Source: an optimization exercise on an open RTL-to-GDS flow (aim: small area). Production flows keep margins and buffers that such runs may drop. Function was checked by simulation only, so behaviour that the tests miss may differ from the original.

==> flow/design.v <==
module slowClock
#(parameter N = 17)
(
	input  logic Clock,
	input  logic Reset,
	output logic Tick
);
	logic [N-1:0] count;
	always_ff @(posedge Clock) begin
		if (Reset) count <= '0;
		else       count <= count + 1'b1;
	end
	assign Tick = &count;
endmodule
module VgaController
(
	input	logic	Clock,
	input	logic	Reset,
	output	logic	blank_n,
	output	logic	sync_n,
	output	logic	hSync_n,
	output	logic 	vSync_n,
	output	logic	[10:0] nextX,
	output	logic	[ 9:0] nextY
);
	logic [10:0] hCount;
	logic [ 9:0] vCount;
	always_ff@(posedge Clock) begin
		if (Reset) begin	 
			hCount <= 0;
			vCount <= 0;
		end
		else begin
		if (hCount > 1039) hCount <= 0; 								 
		else hCount <= hCount + 1;										 
		if (vCount > 665) vCount <= 0;								 
		else if (hCount > 1039) vCount <= vCount + 1;			 
		end
		if (hCount < 800) nextX <= hCount;							 
		else nextX <= 0;													 
		if (vCount < 600) nextY <= vCount;							 
		else nextY <= 0;													 
		if ((hCount >= 800)|(vCount >= 600)) blank_n <= 0;		 
		else blank_n <= 1;												 
		if (hCount >= 856 & hCount < 976) hSync_n <= 0;			 
		else hSync_n <= 1;												 
		if (vCount >= 637 & vCount < 643) vSync_n <= 0;			 
		else vSync_n <= 1;												 
		if (((hCount >= 856) & (hCount < 976)) | ((vCount >= 637) & (vCount < 643))) sync_n <= 0; 	 
		else sync_n <= 1;																										 
	end
endmodule
module paddle
#(									 
	pLeft = 30,					 
	pTop = 225,					 
	oHeight = 150,				 
	oWidth = 50,				 
	sHeight = 600,				 
	yDirMove = 1,				 
	alwaysDisplay = 0			 
)
(
	input PixelClock,									 
	input Tick,											 
	input Reset,										 
	input  logic [10:0] xPos,						 
	input  logic [ 9:0] yPos,						 
	output logic drawPaddle,						 
	input logic [1:0] butCont,						 
	output logic [10:0] padPosX, padPosY		 
);
	logic [10:0] padLeft;						
	logic [10:0] padRight;
	logic [10:0] padTop;
	logic [10:0] padBottom;
	logic [10:0] pX;
	logic [10:0] pY;
	assign padLeft = pX;						 
	assign padRight = pX + oWidth;		 
	assign padTop = pY;						 
	assign padBottom = pY + oHeight;		 
	always_ff @(posedge PixelClock)
	begin
		if( Reset == 1 ) begin					 
			pX <= pLeft;
			pY <= pTop;
			padPosX <= pLeft;
			padPosY <= pTop;
		end
		else if (Tick) begin
			if (alwaysDisplay == 0) begin
				if ((padTop < 1) | padBottom > sHeight) begin 					 
					if (padTop < 1) pY <= 2;											 
					if (padBottom > sHeight) pY <= sHeight - (oHeight + 1);	 
				end
				else begin
					if (^(butCont)) begin						 
						if (butCont[1]) pY <= pY - 1;			 
						if (butCont[0]) pY <= pY + 1;			 
					end
				end
			end
			padPosX <= pX;		
			padPosY <= pY;
		end
	end
	assign drawPaddle = ((xPos > padLeft) & (yPos > padTop) & (xPos < padRight) & (yPos < padBottom)) ? 1 : 0;
endmodule 
module ball
#(								 
	oLeft = 10,				 
	oTop = 10,				 
	oHeight = 20,			 
	oWidth = 20,			 
	pHeight = 150,
	pWidth = 50,
	sWidth = 800,			 
	sHeight = 600,			 
	xDirMove = 0,			 
	yDirMove = 1			 
)
(
	input PixelClock,					 
	input Tick,							 
	input Reset,						 
	input  logic [10:0] xPos,		 
	input  logic [ 9:0] yPos,		 
	output logic drawBall,			 
	input logic [10:0] plPosX,
	input logic [10:0] plPosY,
	input logic [10:0] prPosX,
	input logic [10:0] prPosY,
	output logic [5:0]leftScore, rightScore		 
);
	logic [10:0] left;						
	logic [10:0] right;						
	logic [10:0] top;
	logic [10:0] bottom;
	logic [10:0] padlLeft;						
	logic [10:0] padlRight;						
	logic [10:0] padlTop;
	logic [10:0] padlBottom;
	logic [10:0] padrLeft;						
	logic [10:0] padrRight;						
	logic [10:0] padrTop;
	logic [10:0] padrBottom;
	logic [10:0] ballX;
	logic [10:0] ballY;
	logic [5:0] localLeftScore;
	logic [5:0] localRightScore;
	logic xdir;
	logic ydir;	
	assign left = ballX;						 
	assign right = ballX + oWidth;		 
	assign top = ballY;						 
	assign bottom = ballY + oHeight;		 
	assign padlLeft = plPosX;
	assign padlRight = plPosX + pWidth;
	assign padlTop = plPosY;
	assign padlBottom = plPosY + pHeight;
	assign padrLeft = prPosX;
	assign padrRight = prPosX + pWidth;
	assign padrTop = prPosY;
	assign padrBottom = prPosY + pHeight;
	always_ff @(posedge PixelClock)
	begin
		if( Reset == 1 ) begin		 
				ballX <= oLeft;
				ballY <= oTop;
				xdir <= xDirMove;
				ydir <= yDirMove;
				leftScore <= 0;
				rightScore <= 0;
				localLeftScore <= 0;
				localRightScore <= 0;
		end
		else if (Tick) begin				
				ballX <= (xdir == 1) ? ballX + 1 : ballX - 1;	 
				ballY <= (ydir == 1) ? ballY + 1 : ballY - 1;	 
				if (top  <= 1) ydir <= 1; 				 
				if (bottom >= sHeight) ydir <= 0;	 
				if ((bottom >= padlTop) & (top <= padlBottom) & (left <= padlRight) & (bottom <= padlBottom) & (top >= padlTop)) xdir <= 1;
				else if ((right >= padlLeft) & (left <= padlRight) & (top <= padlBottom) & (top >= padlTop)) ydir <= 1;
				else if ((right >= padlLeft) & (left <= padlRight) & (bottom <= padlBottom) & (bottom >= padlTop)) ydir <= 0;
				if ((bottom >= padrTop) & (top <= padrBottom) & (right >= padrLeft) & (bottom <= padrBottom) & (top >= padrTop)) xdir <= 0;
				else if ((right >= padrLeft) & (left <= padrRight) & (top <= padrBottom) & (top >= padrTop)) ydir <= 1;
				else if ((right >= padrLeft) & (left <= padrRight) & (bottom <= padrBottom) & (bottom >= padrTop)) ydir <= 0;
				if ((left <= 1) | (right >= sWidth)) begin 
					ballX <= oLeft;
					ballY <= oTop;
					ydir <= yDirMove;
					if (left <= 1) begin 
						localRightScore <= localRightScore + 1;
						xdir <= 0;
					end
					else begin 
						localLeftScore <= localLeftScore + 1;
						xdir <= 1;
					end
				end
				rightScore <= localRightScore;
				leftScore <= localLeftScore;
		end
	end
	assign drawBall = ((xPos > left) & (yPos > top) & (xPos < right) & (yPos < bottom)) ? 1 : 0;
endmodule 
module PongGame
(
	input CLOCK_50,
	input [3:0] KEY,
	input [9:0] SW,
	output logic [6:0] HEX0, HEX1, HEX4, HEX5,
	output logic VGA_BLANK_N,
	output logic VGA_SYNC_N,
	output logic VGA_HS,
	output logic VGA_VS,
	output logic [7:0] VGA_R,
	output logic [7:0] VGA_G,
	output logic [7:0] VGA_B
);
	logic [10:0] xPos;			 
	logic [ 9:0] yPos;			 
	logic [5:0] leftScore;
	logic [5:0] rightScore;
	logic drawBall;
	logic drawPaddleL;
	logic drawPaddleR;
	logic drawHalfLine;
	logic [10:0] padlPosX;
	logic [10:0] padlPosY;
	logic [10:0] padrPosX;
	logic [10:0] padrPosY;
	VgaController vgaDisplay
	(
		.Clock(CLOCK_50),
		.Reset(SW[9]),
		.blank_n(VGA_BLANK_N),
		.sync_n(VGA_SYNC_N),
		.hSync_n(VGA_HS),
		.vSync_n(VGA_VS),
		.nextX(xPos),
		.nextY(yPos)
	);
	logic pix_stb;				 
	slowClock #(8) tick(CLOCK_50, SW[9], pix_stb);
	paddle #(.pLeft(30), .pTop(225)) PaddleLObj
	(
		.PixelClock(CLOCK_50),
		.Tick(pix_stb),
		.Reset(SW[9]),
		.xPos(xPos),
		.yPos(yPos),
		.drawPaddle(drawPaddleL),
		.butCont(~KEY[3:2]),
		.padPosX(padlPosX),
		.padPosY(padlPosY)
	);
	paddle #(.pLeft(720), .pTop(225)) PaddleRObj
	(
		.PixelClock(CLOCK_50),
		.Tick(pix_stb),
		.Reset(SW[9]),
		.xPos(xPos),
		.yPos(yPos),
		.drawPaddle(drawPaddleR),
		.butCont(~KEY[1:0]),
		.padPosX(padrPosX),
		.padPosY(padrPosY)
	);
	paddle #(.pLeft(395), .pTop(0), .oHeight(600), .oWidth(10), .alwaysDisplay(1)) HalfLineObj
	(
		.PixelClock(CLOCK_50),
		.Tick(pix_stb),
		.Reset(SW[9]),
		.xPos(xPos),
		.yPos(yPos),
		.drawPaddle(drawHalfLine),
		.butCont(2'b00),
		.padPosX(),
		.padPosY()
	);
	ball #(.oLeft(390), .oTop(290)) BallObj
	(
		.PixelClock(CLOCK_50),
		.Tick(pix_stb),
		.Reset(SW[9]),
		.xPos(xPos),
		.yPos(yPos),
		.drawBall(drawBall),
		.plPosX(padlPosX),
		.plPosY(padlPosY),
		.prPosX(padrPosX),
		.prPosY(padrPosY),
		.leftScore(leftScore),
		.rightScore(rightScore)
	);
	always_comb
	begin
		if (drawBall) {VGA_R, VGA_G, VGA_B} = {8'hFF, 8'h00, 8'h00};				 
		else if (drawPaddleL) {VGA_R, VGA_G, VGA_B} = {8'hFF, 8'h7B, 8'h00};		 
		else if (drawPaddleR) {VGA_R, VGA_G, VGA_B} = {8'h00, 8'hFF, 8'hF7};		 
		else if (drawHalfLine) {VGA_R, VGA_G, VGA_B} = {8'hFF, 8'hFF, 8'hFF};	 
		else {VGA_R, VGA_G, VGA_B} = {8'h00, 8'h00, 8'h00};							 
	end
	DecimalDisplayTwoDigit U0({1'b0, rightScore}, HEX1, HEX0);
	DecimalDisplayTwoDigit U1({1'b0, leftScore}, HEX5, HEX4);
endmodule
module DecimalDisplayTwoDigit 
#(
	parameter		ActiveValue = 0		 
)
(
	input 	[6:0]	Value, 					 
	output 	[6:0]	Segments1,Segments0   
);
	wire 	[6:0]	Digit [1:0];
	wire 			Blank [1:0];
	assign Digit[0] = Value % 4'd10;
	assign Digit[1] = Value / 4'd10;
	assign Blank[0] = (Value > 7'd99) ? 1'b1 : 1'b0;
	assign Blank[1] = (Digit[1] == 7'd0) ? 1'b1 : Blank[0];
	SevenSegmentDecoder #(ActiveValue) decoder0 (Digit[0][3:0],Blank[0],Segments0);
	SevenSegmentDecoder #(ActiveValue) decoder1 (Digit[1][3:0],Blank[1],Segments1);
endmodule
module SevenSegmentDecoder 
#(
	parameter				ActiveValue = 0	 
)
(
	input		[3:0] Value,						 
	input 		 	Blank,						 
	output 	[6:0] SegmentsOut					 
);
	logic  	[6:0] Segments;
	always @*
	begin
		case ({Blank,Value})
			0: 		Segments = 7'b0111111;
			1: 		Segments = 7'b0000110;
			2: 		Segments = 7'b1011011;
			3: 		Segments = 7'b1001111;
			4: 		Segments = 7'b1100110;
			5: 		Segments = 7'b1101101;
			6:			Segments = 7'b1111101;
			7: 		Segments = 7'b0000111;
			8: 		Segments = 7'b1111111;
			9: 		Segments = 7'b1101111;
			10: 		Segments = 7'b1110111;
			11: 		Segments = 7'b1111100;
			12: 		Segments = 7'b0111001;
			13: 		Segments = 7'b1011110;
			14: 		Segments = 7'b1111001;
			15: 		Segments = 7'b1110001;
			default:	Segments = 7'b0000000;
		endcase
	end
	assign SegmentsOut = (ActiveValue == 1) ? Segments : ~Segments;
endmodule
==> flow/run.sh <==
#!/bin/bash
# synth_recipe.tcl (not shown) runs the flow's synth.tcl, then flattens the netlist and writes it again
# the make line also repeats each setting of config.mk as NAME=value (left out here)
make -C /OpenROAD-flow-scripts/flow DESIGN_CONFIG=/design/flow/config.mk WORK_HOME=/design/flow/orfs CLKGATE_MAP_FILE= SYNTH_SCRIPT=/design/flow/synth_recipe.tcl finish
==> flow/config.mk <==
export PLATFORM = sky130hd
export DESIGN_NAME = PongGame
export DESIGN_NICKNAME = PongGame
export VERILOG_FILES = /design/flow/design.v
export SDC_FILE = /design/flow/constraint.sdc
export NUM_CORES = 4
export LEC_CHECK = 0
export CAP_MARGIN = 20
export CORE_MARGIN = 2
export CORE_UTILIZATION = 40
export SLEW_MARGIN = 20
==> flow/constraint.sdc <==
create_clock -name core_clock -period 20.0 [get_ports {CLOCK_50}]
set_input_delay 4.0000 -clock core_clock [delete_from_list [all_inputs] [get_ports {CLOCK_50}]]
set_output_delay 4.0000 -clock core_clock [all_outputs]
set_load 0.01 [all_outputs]
==> impl_metrics.env <==
export IMPL_post_cts_resize_count=0
export IMPL_detail_route_vias_per_cell=5.55
export IMPL_path_max_fanout=12
export IMPL_hold_path_cell_count=2
export IMPL_totalNegativeSetupSlack_ns=0
export IMPL_rr_startpoint="BallObj.ballY[2]$_SDFFE_PP0P_"
export IMPL_yosys_warnings=9
export IMPL_finalCriticalPeriod_ns=9.21
export IMPL_synth_edff_count=0
export IMPL_grt_start_max_net_pins=54
export IMPL_postCtsSetupBuffers=0
export IMPL_drv_slew=0
export IMPL_crit_required_ns=16.00
export IMPL_crit_path_largest_cell_delay_ns=0.87
export IMPL_postSynthAreaPerCell_sq_um=7.89
export IMPL_max_slew_margin_rel_pct=34.2
export IMPL_grtUsageTotal_pct=20.6
export IMPL_crit_reg2reg_capture="BallObj.ydir$_SDFFE_PP1P_"
export IMPL_worst_path_max_delay_cell="a2111oi_0"
export IMPL_hold_slack_ns=0.460
export IMPL_drt_drc_violations_left=0
export IMPL_finalWeightedCongestion=0.891
export IMPL_r2r_setup_slack_ns=15.72
export IMPL_holdBufCountCts=0
export IMPL_cells_along_the_critical_path="inv_1, ha_1, inv_1, ha_1, o21ai_0, a21oi_1, a31oi_1, o21ai_0, a2111oi_0, a22oi_1, clkdlybuf4s50_1"
export IMPL_hold_viol_final=0
export IMPL_die_y_um=185
export IMPL_core_area_sq_um=32300
export IMPL_endpoint_kind="output port"
export IMPL_initial_drc_count=764
export IMPL_rsz0062_at_grt="false"
export IMPL_ant_nets=0
export IMPL_cp_start_kind="register"
export IMPL_timing_hold_worst_start="PaddleRObj.padPosY[10]$_SDFFE_PP0P_"
export IMPL_setup_viol_count_final=0
export IMPL_cts_buffers_inserted=17
export IMPL_power_density_nw_per_um2=45.7
export IMPL_dp_hpwl_um=26000
export IMPL_synth_cell_area_sq_um=13000
export IMPL_antenna_found_initial=0
export IMPL_count_of_distinct_cell_types_in_the_synthesized_netlist=88
export IMPL_grt_overflow=0
export IMPL_synth_async_reset_ratio_pct=0
export IMPL_die_width_um=185
export IMPL_worst_pin_slew_ns=0.962
export IMPL_detail_route_wirelength_um=34400
export IMPL_worst_clock_skew_ns=0.0147
export IMPL_area_growth_syn_to_layout_pct=10.4
export IMPL_syn_num_nets=1875
export IMPL_cts_num_sinks=146
export IMPL_leakage_nw=5.86
export IMPL_clkLatencyLatePin_ns=0.44
export IMPL_synth_seq_area_share_pct=22.4
export IMPL_max_cap_violations=0
export IMPL_htreeDepth=4
export IMPL_power_ir_vdd_worst_v=0.0000476
export IMPL_cts_root_to_sink_buffers=2
export IMPL_final_layout_size_suffix_gt1_share_pct=4.57
export IMPL_worst_ep_arrival_time_ns=5.21
export IMPL_final_nets=1872
export IMPL_timing_hold_worst_endpoint="PaddleRObj.padPosY[10]$_SDFFE_PP0P_"
export IMPL_clk_pin_slew_ns=0.07
export IMPL_drt_first_pass_iters=7
export IMPL_postLayoutCoreUtil_pct=44.6
export IMPL_report_power_total_uw=657
export IMPL_cts_tree="built"
export IMPL_class_of_the_tightest_hold_or_removal_check="reg -> reg"
export IMPL_routed_via_count=11700
export IMPL_cts_root_buf="clkbuf_16"
export IMPL_dieArea_sq_um=34000
export IMPL_port_buffers=61
export IMPL_route_detailed_wl_per_inst_um=16.4
export IMPL_number_of_cells_on_the_worst_reg_to_reg_path=13
export IMPL_initial_core_util_pct=40.4
export IMPL_floorplan_io_pins=71
export IMPL_first_global_vias=11000
export IMPL_ant_diodes=0
export IMPL_regArea_sq_um=2920
export IMPL_synthFlopType="dfxtp_1"
export IMPL_first_pass_grt_wire_length_um=56400
export IMPL_multi_input_comb_area_sq_um=9230
export IMPL_synthCells=1653
export IMPL_setup_worst_path_class="reg -> out"
export IMPL_outcome="timing/DRC/antenna clean"
export IMPL_filler_cell_count=3272
export IMPL_synth_seq_cells=146
export IMPL_post_route_period_util_pct=46.0
export IMPL_clock_fmax_ghz=0.109
export IMPL_placement_rows=66
[registers in the layout (all words and copies together), names as in the netlist, 8 cells and up]
register	cells
BallObj.ballX	11
BallObj.ballY	11
PaddleLObj.pY	11
PaddleLObj.padPosY	11
PaddleRObj.pY	11
PaddleRObj.padPosY	11
vgaDisplay.hCount	11
vgaDisplay.nextX	11
vgaDisplay.nextY	10
vgaDisplay.vCount	10
tick.count	8
[layout by cell type (no fill, tap or decap), types with 5 or more instances in the layout]
cell,n
o21ai_0,88
dfxtp_1,146
clkdlybuf4s50_1,60
o31ai_1,12
a41oi_1,7
nor3_1,40
a31oi_1,20
nor2b_1,20
o21a_1,17
xor2_1,33
inv_1,108
xnor2_1,70
o211ai_1,26
nor3b_1,8
nor4_1,12
nand4b_1,10
nand3b_1,5
or3_1,18
ha_1,207
mux2i_1,12
a21oi_1,134
a21boi_0,5
or4_1,6
o21bai_1,7
o31a_1,6
clkbuf_16,17
nand2b_1,21
or2_2,13
a211oi_1,16
nand4_1,26
nand2_1,163
a21o_1,23
nand3_1,47
and2_1,19
nor2_1,109
o221ai_1,6
o22ai_1,5
and3_1,14
o2bb2ai_1,5
[kinds of logic after synthesis]
logic type	after synthesis	synth area share, %
mux	18	1.61
fa+ha+maj	209	20.0
flops	146	22.4
simple gates	547	21.0
buf+inv	199	6.81
compound gates	430	21.2
other cells	1	0.0288
xor+xnor	103	6.92
[area by class of cell]
cell class                      count  area share (%)
Clock buffer                       17            2.96
Multi-Input combinational cell   1308            64.1
Timing Repair Buffer               65            4.42
Tap cell                          442            3.84
Inverter                          112            2.92
Clock inverter                     14            1.42
Sequential cell                   146            20.3
[worst max-delay path by stage]
| stage | slack (ns) | endpoint | depth (start not counted) | from |
|---|---|---|---|---|
| finish | 10.79 | VGA_G[4] | 11 | BallObj.ballY[2]$_SDFFE_PP0P_ |
| global route | 10.34 | VGA_G[0] | 11 | BallObj.ballY[2]$_SDFFE_PP0P_ |
| CTS | 10.75 | VGA_B[5] | 11 | BallObj.ballY[2]$_SDFFE_PP0P_ |
| detailed placement | 11.24 | VGA_G[4] | 11 | BallObj.ballY[2]$_SDFFE_PP0P_ |
| global placement | 11.33 | VGA_G[6] | 11 | BallObj.ballY[2]$_SDFFE_PP0P_ |
| floorplan | 12.51 | VGA_G[1] | 13 | BallObj.ballX[3]$_SDFFE_PP0P_ |
[routing by layer]
metal	vias up	wire, um	track usage, %
met5	-	0	0
met4	0	751	6.40
met3	43	1520	2.67
met2	280	15500	33.5
met1	5453	16700	28.3
li1	5899	-	-
[report_power, final]
group	internal (mW)	total [mW]	switching (mW)
combinational	0.00417	0.0132	0.00899
clock	0.210	0.350	0.139
sequential	0.292	0.294	0.00190
[critical path, delay by kind of cell, from the launching register on]
family                   cells  cell delay [ns]
AO/OA/AOI/OAI                6             1.78
buffers and inverters        3             1.17
adder cells (fa/ha/maj)      2             1.00
flip-flops                   1             0.79
[through the flow]
stage          worst slack [ns]  cells  cell area, sq um
2_1_floorplan             12.51   1653             13000
5_1_grt                   10.34   2104             14400
3_5_place_dp              11.24   2073             13800
4_1_cts                   10.75   2104             14400
6_report                  10.79   2104             14400
3_3_place_gp              11.33   2073             13800
[cells in the mapped netlist, types with 14 or more instances]
library cell  instances  share of area, %
dfxtp_1             146                22
ha_1                207                20
and3_1               14              0.67
nand2b_1             21               1.0
clkbuf_1             46               1.3
buf_4                21               1.2
a31oi_1              20              0.96
nor2b_1              20              0.96
o211ai_1             26               1.5
a21oi_1             134               5.1
nand3_1              47               1.8
nor3_1               40               1.5
nor2_1              110               3.2
or3_1                18              0.86
a211oi_1             16              0.92
a21o_1               23               1.3
inv_1               108               3.1
o21a_1               17              0.98
o21ai_0              88               3.4
xnor2_1              70               4.7
nand4_1              26               1.2
and2_1               19              0.91
nand2_1             163               4.7
xor2_1               33               2.2

-- port drivers added, routing unchanged --
No port has a modelled driver above. Below, the same layout with a new extraction and two added sets of constraints.
Step 1 (the two cells are an assumption about what drives the block):
set clk [get_ports {CLOCK_50}]
set_driving_cell -lib_cell sky130_fd_sc_hd__clkbuf_16 $clk
set_driving_cell -lib_cell sky130_fd_sc_hd__buf_2 [delete_from_list [all_inputs] $clk]
Step 2 times the ports against the registers' clock, not the clock port: input delays grow and output delays shrink by t, the midpoint of the rising clock arrivals with the driver on.
Three values: ideal, step 1, step 2; two values: the first two.
t, ns: 0.480
slack for setup (ns): 10.791 / 10.743 / 11.223
worst register clock-pin slew, ns: 0.07 / 0.07
worst data-port slew with drivers (ns): 0.04
cell pins on the clock port's net: 1
After both steps this run still meets setup and hold. The setup slack of this run moves by -0.048 ns with the drivers and by +0.432 ns with both steps.
